This is an optimization exercise on Yosys and OpenROAD, whose aim is small area, not a production implementation. Where RTL was checked, it was by simulation tests only, not by an equivalence proof against the original. Power is estimated from default activity; no workload was simulated.

==> flow/design.v (excerpt) <==
module alu #(
    parameter WIDTH     = 8,
    parameter BITS      = 64,
    parameter PRECISION = 2
) (
    input  logic                 clk, rst,
    input  logic [     BITS-1:0] a,
    input  logic [     BITS-1:0] b,
    output logic [     BITS-1:0] result_final,
    input  logic [PRECISION-1:0] precision,
    input  logic [          3:0] opcode,
    output logic                 carry
);
==> flow/config.mk <==
export PLATFORM = sky130hd
export DESIGN_NAME = alu
export DESIGN_NICKNAME = alu
export VERILOG_FILES = /design/flow/design.v
export SDC_FILE = /design/flow/constraint.sdc
export NUM_CORES = 4
export LEC_CHECK = 0
export CAP_MARGIN = 20
export CORE_MARGIN = 2
export CORE_UTILIZATION = 40
export SLEW_MARGIN = 20
export SYNTH_HIERARCHICAL = 1
export SYNTH_MINIMUM_KEEP_SIZE = 0
==> flow/constraint.sdc <==
create_clock -name core_clock -period 6.0 [get_ports {clk}]
set_input_delay 1.2000 -clock core_clock [delete_from_list [all_inputs] [get_ports {clk}]]
set_output_delay 1.2000 -clock core_clock [all_outputs]
set_load 0.01 [all_outputs]
standard.sh (not shown) runs the stock make flow with config.mk's settings and CLKGATE_MAP_FILE= SYNTH_SCRIPT=/design/flow/synth_recipe.tcl, a recipe that flattens the netlist after the stock synthesis.
==> flow/flow/run.sh <==
#!/bin/bash
# Standard synthesis, then every combinational cell is set to its smallest
# drive strength (the layout's repair steps size up what timing needs), then
# the standard layout with the ports buffered by buf_1.
set -euo pipefail
bash standard.sh synth > synth.log 2>&1
openroad -no_init -exit flow/downsize.tcl > downsize.log 2>&1
export BUFFER_PORTS_ARGS="-buffer_cell sky130_fd_sc_hd__buf_1"
bash standard.sh > layout.log 2>&1
==> flow/flow/downsize.tcl <==
# Swap each combinational cell of the synthesized netlist to the _1 (or _0)
# drive strength of the same cell, when that is smaller.
set odb_file orfs/results/sky130hd/alu/base/1_synth.odb
read_db $odb_file
set db [ord::get_db]
set n 0
foreach inst [[ord::get_db_block] getInsts] {
  set m [$inst getMaster]
  set name [$m getName]
  if { ![regexp {^(sky130_fd_sc_hd__[a-z0-9]+)_([0-9]+)$} $name -> base drive] } { continue }
  if { [regexp {__(df|dl|sdf|edf|conb|tap|fill|decap|clkdlybuf|dlygate|dlymetal)} $base] } { continue }
  set best $m
  foreach d {0 1} {
    set cand [$db findMaster ${base}_$d]
    if { $cand ne "NULL" && [expr {[$cand getWidth] < [[set best] getWidth]}] } { set best $cand }
  }
  if { $best ne $m } {
    $inst swapMaster $best
    incr n
  }
}
puts "downsized $n instances"
write_db $odb_file
The first run completed without violations.
Then changed:
- CORE_UTILIZATION: 40 -> 60
- CTS_BUF_LIST: default -> sky130_fd_sc_hd__clkbuf_4 sky130_fd_sc_hd__clkbuf_8
- GPL_TIMING_DRIVEN: default -> 0
Outcome: Wire length drops by 8.3%; total power decreases by 12%; combinational power shrinks by about 5%.
No run of this note included a check of the RTL's function; only the layout flow was run.

* * *

alu, a different RTL version from the one above (not shown whole).
For scale: about 900 cells after synthesis, about 200 I/O pins, ~8800 um2 of cells after synthesis.
clock: 6.0 ns
lec_check: 0
cap_margin: 10
core_margin: 2
core_utilization: 70
cts_buf_list: sky130_fd_sc_hd__clkbuf_2 sky130_fd_sc_hd__clkbuf_4
cts_cluster_size: 30
gpl_timing_driven: 0
slew_margin: 10
synth_hierarchical: 1
synth_minimum_keep_size: 0
Scripts as last shown in full above: flow/flow/run.sh, flow/flow/downsize.tcl
Next try:
--- a/flow/config.mk
+++ b/flow/config.mk
@@ -7,9 +7,9 @@
 export LEC_CHECK = 0
-export CAP_MARGIN = 10
+export CAP_MARGIN = 20
 export CORE_MARGIN = 2
-export CORE_UTILIZATION = 70
+export CORE_UTILIZATION = 60
 export CTS_BUF_LIST = sky130_fd_sc_hd__clkbuf_2 sky130_fd_sc_hd__clkbuf_4
-export CTS_CLUSTER_SIZE = 30
+export CTS_CLUSTER_SIZE = 50
 export GPL_TIMING_DRIVEN = 0
-export SLEW_MARGIN = 10
+export SLEW_MARGIN = 20
 export SYNTH_HIERARCHICAL = 1
Register-to-register slack degrades by 0.02 ns.
Die area climbs by 16%.
Clock skew hardly moves.
Routed wire length decreases by 4.6%.
Setup slack improved by 0.15 ns.
Core utilization decreases by 14 points.
Combinational power came out lower by about 3%.
Power fell by 3.6%.
Critical path depth does not change.
Next try:
--- a/flow/config.mk
+++ b/flow/config.mk
@@ -9,5 +9,3 @@
 export CORE_MARGIN = 2
-export CORE_UTILIZATION = 60
-export CTS_BUF_LIST = sky130_fd_sc_hd__clkbuf_2 sky130_fd_sc_hd__clkbuf_4
-export CTS_CLUSTER_SIZE = 50
+export CORE_UTILIZATION = 40
 export GPL_TIMING_DRIVEN = 0
The new run completed with no timing, DRC or antenna violations.
Total power increases by 17%.
Critical path depth does not change.
First-iteration DRC count goes down by 7.2%.
Fmax drops by 1.9%.
Clock power goes up by about 80%.
Worst setup slack loses 0.11 ns.
Clock skew went down by 0.0040 ns.
Next try:
--- a/flow/config.mk
+++ b/flow/config.mk
@@ -7,7 +7,9 @@
 export LEC_CHECK = 0
-export CAP_MARGIN = 20
+export CAP_MARGIN = 0
 export CORE_MARGIN = 2
-export CORE_UTILIZATION = 40
+export CORE_UTILIZATION = 60
+export CTS_BUF_LIST = sky130_fd_sc_hd__clkbuf_2 sky130_fd_sc_hd__clkbuf_4
+export CTS_CLUSTER_SIZE = 30
 export GPL_TIMING_DRIVEN = 0
-export SLEW_MARGIN = 20
+export SLEW_MARGIN = 0
 export SYNTH_HIERARCHICAL = 1
Result: The new run ran to the end with no violations. Via count stays flat. Final cell count came out lower by a little under a tenth. Final area decreases by a few percent. Count of clock-buffer cells in the layout shrinks by 6. Fmax rises slightly. Routed wire length goes down by roughly a tenth. Setup slack gets better by 0.032 ns. Critical path depth stays the same. Total power came out lower by about a fifth. Core utilization climbs by 21 points.

* * *

alu, a different RTL version from the one above (not shown whole).
Size: about 1300 cells after synthesis, roughly 130 flip-flops, roughly 0.010 sq mm of cells after synthesis.
export LEC_CHECK = 0
export ABC_AREA = 1
export CAP_MARGIN = 20
export CORE_MARGIN = 2
export CORE_UTILIZATION = 40
export SLEW_MARGIN = 20
create_clock -name core_clock -period 6.0 [get_ports {clk}]
run.sh (not shown) runs the stock make flow with config.mk's settings and CLKGATE_MAP_FILE= SYNTH_SCRIPT=/design/flow/synth_recipe.tcl, a recipe that flattens the netlist after the stock synthesis.
Stock flow here: none of the scripts above is used.
The baseline finished with timing, DRC and antenna clean.
Rerun with:
==> flow/flow/run.sh (new file) <==
#!/bin/bash
# Standard synthesis and layout; the ports get the smallest buffer (buf_1)
# instead of the delay-cell buffer buffer_ports picks by default.
set -euo pipefail
bash standard.sh synth > synth.log 2>&1
export BUFFER_PORTS_ARGS="-buffer_cell sky130_fd_sc_hd__buf_1"
bash standard.sh > layout.log 2>&1
==> flow/standard.sh (new file) <==
#!/bin/bash
# synth_recipe.tcl (not shown) runs the flow's synth.tcl, then flattens the netlist and writes it again
# the make line also repeats each setting of config.mk as NAME=value (left out here)
make -C /OpenROAD-flow-scripts/flow DESIGN_CONFIG=/design/flow/config.mk WORK_HOME=/design/flow/orfs CLKGATE_MAP_FILE= SYNTH_SCRIPT=/design/flow/synth_recipe.tcl "${@:-finish}"
ABC_AREA = not set   (was 1)
removed: flow/run.sh
Setup slack loses 0.056 ns.
Power is higher by 9.3%.
Register-to-register slack loses 0.06 ns.
Critical path depth is lower by 6.
Worst hold slack stays flat.
Area after synthesis is higher by 4.3%.
Rerun with:
==> flow/run.sh (new file) <==
#!/bin/bash
# synth_recipe.tcl (not shown) runs the flow's synth.tcl, then flattens the netlist and writes it again
# the make line also repeats each setting of config.mk as NAME=value (left out here)
make -C /OpenROAD-flow-scripts/flow DESIGN_CONFIG=/design/flow/config.mk WORK_HOME=/design/flow/orfs CLKGATE_MAP_FILE= SYNTH_SCRIPT=/design/flow/synth_recipe.tcl finish
removed: flow/flow/run.sh
removed: flow/standard.sh
The changed run completed with no timing, DRC or antenna violations. Final area is higher by 12%. Non-clock buffer count rose by 37. Fmax drops by 1.4%. Hold slack is better by 0.0032 ns. Power went up by 6.7%. Cell count is higher by 1.9%. Setup slack degrades by 0.080 ns.
Rerun with:
==> flow/flow/run.sh (new file) <==
#!/bin/bash
# Standard synthesis and layout; the ports get the smallest buffer (buf_1)
# instead of the delay-cell buffer buffer_ports picks by default.
set -euo pipefail
bash standard.sh synth > synth.log 2>&1
export BUFFER_PORTS_ARGS="-buffer_cell sky130_fd_sc_hd__buf_1"
bash standard.sh > layout.log 2>&1
==> flow/standard.sh (new file) <==
#!/bin/bash
# synth_recipe.tcl (not shown) runs the flow's synth.tcl, then flattens the netlist and writes it again
# the make line also repeats each setting of config.mk as NAME=value (left out here)
make -C /OpenROAD-flow-scripts/flow DESIGN_CONFIG=/design/flow/config.mk WORK_HOME=/design/flow/orfs CLKGATE_MAP_FILE= SYNTH_SCRIPT=/design/flow/synth_recipe.tcl "${@:-finish}"
ABC_AREA = 1   (was not set)
removed: flow/run.sh
What happened: Worst setup slack improves by 0.27 ns. Design area drops by 24%. Count of clock-buffer cells in the layout fell by 2.

* * *

RTL: one of the versions met above, not the one the previous note started from.
For scale: roughly 900 cells after synthesis, about 200 I/O pins, ~0.0088 mm² of cells after synthesis.
Settings: LEC_CHECK=0, CAP_MARGIN=20, CORE_MARGIN=2, CORE_UTILIZATION=60, CTS_BUF_LIST=sky130_fd_sc_hd__clkbuf_4 sky130_fd_sc_hd__clkbuf_8, GPL_TIMING_DRIVEN=0, SLEW_MARGIN=20, SYNTH_HIERARCHICAL=1, SYNTH_MINIMUM_KEEP_SIZE=0; clock period 6.0 ns.
standard.sh (not shown) runs the stock make flow with config.mk's settings and CLKGATE_MAP_FILE= SYNTH_SCRIPT=/design/flow/synth_recipe.tcl, a recipe that flattens the netlist after the stock synthesis.
==> flow/flow/run.sh <==
#!/bin/bash
# Standard synthesis, then every combinational cell is set to its smallest
# drive strength (the layout's repair steps size up what timing needs), then
# the standard layout with the ports buffered by buf_1.
set -euo pipefail
bash standard.sh synth > synth.log 2>&1
openroad -no_init -exit flow/downsize.tcl > downsize.log 2>&1
export BUFFER_PORTS_ARGS="-buffer_cell sky130_fd_sc_hd__buf_1"
bash standard.sh > layout.log 2>&1
Scripts as last shown in full above: flow/flow/downsize.tcl
The starting point produced a clean layout.
Edit:
CTS_BUF_LIST = sky130_fd_sc_hd__clkbuf_2 sky130_fd_sc_hd__clkbuf_4   (was sky130_fd_sc_hd__clkbuf_4 sky130_fd_sc_hd__clkbuf_8)
CTS_CLUSTER_SIZE = 30   (was not set)
Design area went down by 1.6%.
Hold slack barely changes.
Via count went down by 1.8%.
Area after synthesis is unchanged.
Global-route usage went down by 0.42 points.
Register-to-register slack gets worse by 0.02 ns.
Routed wire length went down by 1.7%.
Setup slack gets better by 0.10 ns.
Sequential share of layout area went up by 0.50 points.
Die area is unchanged.
Final cell count is unchanged.

* * *

== run a ==
RTL: one of the versions met above, not the one the previous note started from.
For scale: about 1300 cells after synthesis, about 130 flip-flops, about 200 I/O pins, ~10000 µm² of cells after synthesis.
==> flow/config.mk <==
export PLATFORM = sky130hd
export DESIGN_NAME = alu
export DESIGN_NICKNAME = alu
export VERILOG_FILES = /design/flow/design.v
export SDC_FILE = /design/flow/constraint.sdc
export NUM_CORES = 4
export LEC_CHECK = 0
export ABC_AREA = 1
export CAP_MARGIN = 20
export CORE_MARGIN = 2
export CORE_UTILIZATION = 40
export GPL_TIMING_DRIVEN = 0
export SLEW_MARGIN = 20
==> flow/constraint.sdc <==
create_clock -name core_clock -period 6.0 [get_ports {clk}]
set_input_delay 1.2000 -clock core_clock [delete_from_list [all_inputs] [get_ports {clk}]]
set_output_delay 1.2000 -clock core_clock [all_outputs]
set_load 0.01 [all_outputs]
==> flow/flow/run.sh <==
#!/bin/bash
# Standard synthesis and layout; the ports get the smallest buffer (buf_1)
# instead of the delay-cell buffer buffer_ports picks by default.
set -euo pipefail
bash standard.sh synth > synth.log 2>&1
export BUFFER_PORTS_ARGS="-buffer_cell sky130_fd_sc_hd__buf_1"
bash standard.sh > layout.log 2>&1
Input changes introduced in run b (baseline for comparison: run a):
Settings: a deleted ABC_AREA that had been 1.
==> flow/run.sh (new file) <==
#!/bin/bash
# synth_recipe.tcl (not shown) runs the flow's synth.tcl, then flattens the netlist and writes it again
# the make line also repeats each setting of config.mk as NAME=value (left out here)
make -C /OpenROAD-flow-scripts/flow DESIGN_CONFIG=/design/flow/config.mk WORK_HOME=/design/flow/orfs CLKGATE_MAP_FILE= SYNTH_SCRIPT=/design/flow/synth_recipe.tcl finish
removed: flow/flow/run.sh
removed: flow/standard.sh
Notes after the runs:
Measured against run a, the total power of run b comes out at 1.3 times the reference value. Run a reports its termination of the worst setup path as res_q[32]$_DFF_PP0_ while run b reports res_q[54]$_DFF_PP0_. Status run b: flow complete, layout not clean - setup timing. Run a has completed all stages; timing, DRC and antenna checks passed. Against run a, run b comes in 7.7 points higher on period utilization. Per the comparison of run b with run a, routability congestion estimate now larger; fraction of the core area covered by cells at the end of the flow shows an increase of 11 points; buffer count from post-CTS setup fixing picked up an extra 56; non-clock buffer count grew by 139. Run b ended up with sky130_fd_sc_hd__clkdlybuf4s50_1 as its most common cell after layout, fill and taps aside; run a ended up with sky130_fd_sc_hd__nand2_1.

* * *

alu, a different RTL version from the one above (not shown whole).
Size in the first run: roughly 920 cells after synthesis, roughly 200 I/O pins.
export LEC_CHECK = 0
export CAP_MARGIN = 20
export CORE_MARGIN = 2
export CORE_UTILIZATION = 60
export CTS_BUF_LIST = sky130_fd_sc_hd__clkbuf_4
export CTS_CLUSTER_SIZE = 30
export GPL_TIMING_DRIVEN = 1
export SLEW_MARGIN = 20
export SYNTH_HIERARCHICAL = 1
export SYNTH_MINIMUM_KEEP_SIZE = 0
create_clock -name core_clock -period 6.0 [get_ports {clk}]
==> flow/flow/run.sh <==
#!/bin/bash
# Standard synthesis, then every combinational cell is set to its smallest
# drive strength (the layout's repair steps size up what timing needs), then
# the standard layout with the ports buffered by buf_1 and a clock tree
# built without dummy loads.
set -euo pipefail
bash standard.sh synth > synth.log 2>&1
openroad -no_init -exit flow/downsize.tcl > downsize.log 2>&1
export BUFFER_PORTS_ARGS="-buffer_cell sky130_fd_sc_hd__buf_1"
export CTS_ARGS="-sink_clustering_enable -repair_clock_nets -sink_clustering_size 40 -sink_clustering_max_diameter 150 -buf_list sky130_fd_sc_hd__clkbuf_4 -dont_use_dummy_load"
bash standard.sh > layout.log 2>&1
Scripts as last shown in full above: flow/flow/downsize.tcl
Rerun with:
==> flow/flow/run.sh (replaced) <==
#!/bin/bash
# Standard synthesis, then every combinational cell is set to its smallest
# drive strength (the layout's repair steps size up what timing needs), then
# the standard layout with the ports buffered by buf_1.
set -euo pipefail
bash standard.sh synth > synth.log 2>&1
openroad -no_init -exit flow/downsize.tcl > downsize.log 2>&1
export BUFFER_PORTS_ARGS="-buffer_cell sky130_fd_sc_hd__buf_1"
bash standard.sh > layout.log 2>&1
--- a/flow/config.mk
+++ b/flow/config.mk
@@ -12,3 +12,3 @@
 export CTS_CLUSTER_SIZE = 30
-export GPL_TIMING_DRIVEN = 1
+export GPL_TIMING_DRIVEN = 0
 export SLEW_MARGIN = 20
Outcome:
- The changed run completed with no timing, DRC or antenna violations
- non-clock buffer count grows by 16
- die area does not change
- final area grows by about 2.6%
- wire length grows by about 1.8%
- maximum frequency shrinks by 6.1%
- sequential share of layout area shrinks by 0.80 points
- synthesized cell count stays the same
- register-to-register slack degrades by 0.02 ns
- power grows by about 9%
Rerun with:
--- a/flow/flow/run.sh
+++ b/flow/flow/run.sh
@@ -3,3 +3,4 @@
 # drive strength (the layout's repair steps size up what timing needs), then
-# the standard layout with the ports buffered by buf_1.
+# the standard layout with the ports buffered by buf_1 and a clock tree
+# built without dummy loads.
 set -euo pipefail
@@ -8,2 +9,3 @@
 export BUFFER_PORTS_ARGS="-buffer_cell sky130_fd_sc_hd__buf_1"
+export CTS_ARGS="-sink_clustering_enable -repair_clock_nets -sink_clustering_size 30 -buf_list sky130_fd_sc_hd__clkbuf_4 -dont_use_dummy_load"
 bash standard.sh > layout.log 2>&1
--- a/flow/config.mk
+++ b/flow/config.mk
@@ -12,3 +12,3 @@
 export CTS_CLUSTER_SIZE = 30
-export GPL_TIMING_DRIVEN = 0
+export GPL_TIMING_DRIVEN = 1
 export SLEW_MARGIN = 20
- cell count drops by a few percent
- clock-buffer cell count falls by 1
- routed wire length is lower slightly

==> static timing again, ports no longer ideal <==
The results above use ideal ports. As a check the final layouts listed here were re-extracted and re-timed, cells and wires unchanged. Step 1 (the two cells are an assumption about what drives the block):
set clk [get_ports {clk}]
set_driving_cell -lib_cell sky130_fd_sc_hd__clkbuf_16 $clk
set_driving_cell -lib_cell sky130_fd_sc_hd__buf_2 [delete_from_list [all_inputs] $clk]
Step 2, shift: input delay + t, output delay - t, t = (earliest + latest rising clock arrival at the registers) / 2. This alone moves slack from input paths to output paths. Three values: ideal ports, drivers, drivers and shift; two values: the first two.
| run | t (ns) | setup WS [ns] | hold WS [ns] | worst data-port slew with drivers (ns) |
|---|---|---|---|---|
| the first run of note 1 | 0.463 | 0.285 / 0.292 / -0.171 | 0.344 / 0.344 / 0.344 | 0.08 |
| the second run of note 1 | 0.504 | 0.156 / 0.149 / -0.355 | 0.346 / 0.346 / 0.346 | 0.08 |
| the first run of note 2 | 0.599 | 0.170 / 0.160 / -0.438 | 0.344 / 0.344 / 0.344 | 0.07 |
| the second run of note 2 | 0.581 | 0.316 / 0.300 / -0.281 | 0.349 / 0.349 / 0.349 | 0.08 |
| the third run of note 2 | 0.457 | 0.209 / 0.213 / -0.244 | 0.344 / 0.344 / 0.344 | 0.07 |
| the fourth run of note 2 | 0.587 | 0.240 / 0.228 / -0.360 | 0.348 / 0.348 / 0.348 | 0.08 |
| the first run of note 3 | 0.475 | 0.330 / 0.347 / -0.128 | 0.338 / 0.338 / 0.338 | 0.07 |
| the second run of note 3 | 0.479 | 0.274 / 0.272 / -0.207 | 0.340 / 0.340 / 0.340 | 0.08 |
| the third run of note 3 | 0.472 | 0.194 / 0.185 / -0.287 | 0.344 / 0.344 / 0.344 | 0.08 |
| the fourth run of note 3 | 0.477 | 0.463 / 0.489 / 0.011 | 0.342 / 0.342 / 0.342 | 0.06 |
| the first run of note 4 | 0.495 | 0.215 / 0.211 / -0.284 | 0.346 / 0.346 / 0.346 | 0.08 |
| the second run of note 4 | 0.581 | 0.316 / 0.300 / -0.281 | 0.349 / 0.349 / 0.349 | 0.08 |
| run a | 0.485 | 0.338 / 0.325 / -0.161 | 0.342 / 0.342 / 0.342 | 0.07 |
| run b | 0.480 | -0.125 / -0.147 / -0.627 | 0.345 / 0.345 / 0.345 | 0.09 |
| the first run of note 6 | 0.569 | 0.511 / 0.527 / -0.042 | 0.332 / 0.332 / 0.332 | 0.06 |
| the second run of note 6 | 0.577 | 0.153 / 0.163 / -0.414 | 0.347 / 0.347 / 0.347 | 0.07 |
| the third run of note 6 | 0.569 | 0.511 / 0.527 / -0.042 | 0.332 / 0.332 / 0.332 | 0.06 |
Met with ideal ports but missed after step 2: setup timing in 15 of these runs. For the first run of note 2, which loses most, drivers alone change the setup slack by -0.010 ns; drivers and shift together by -0.608 ns.
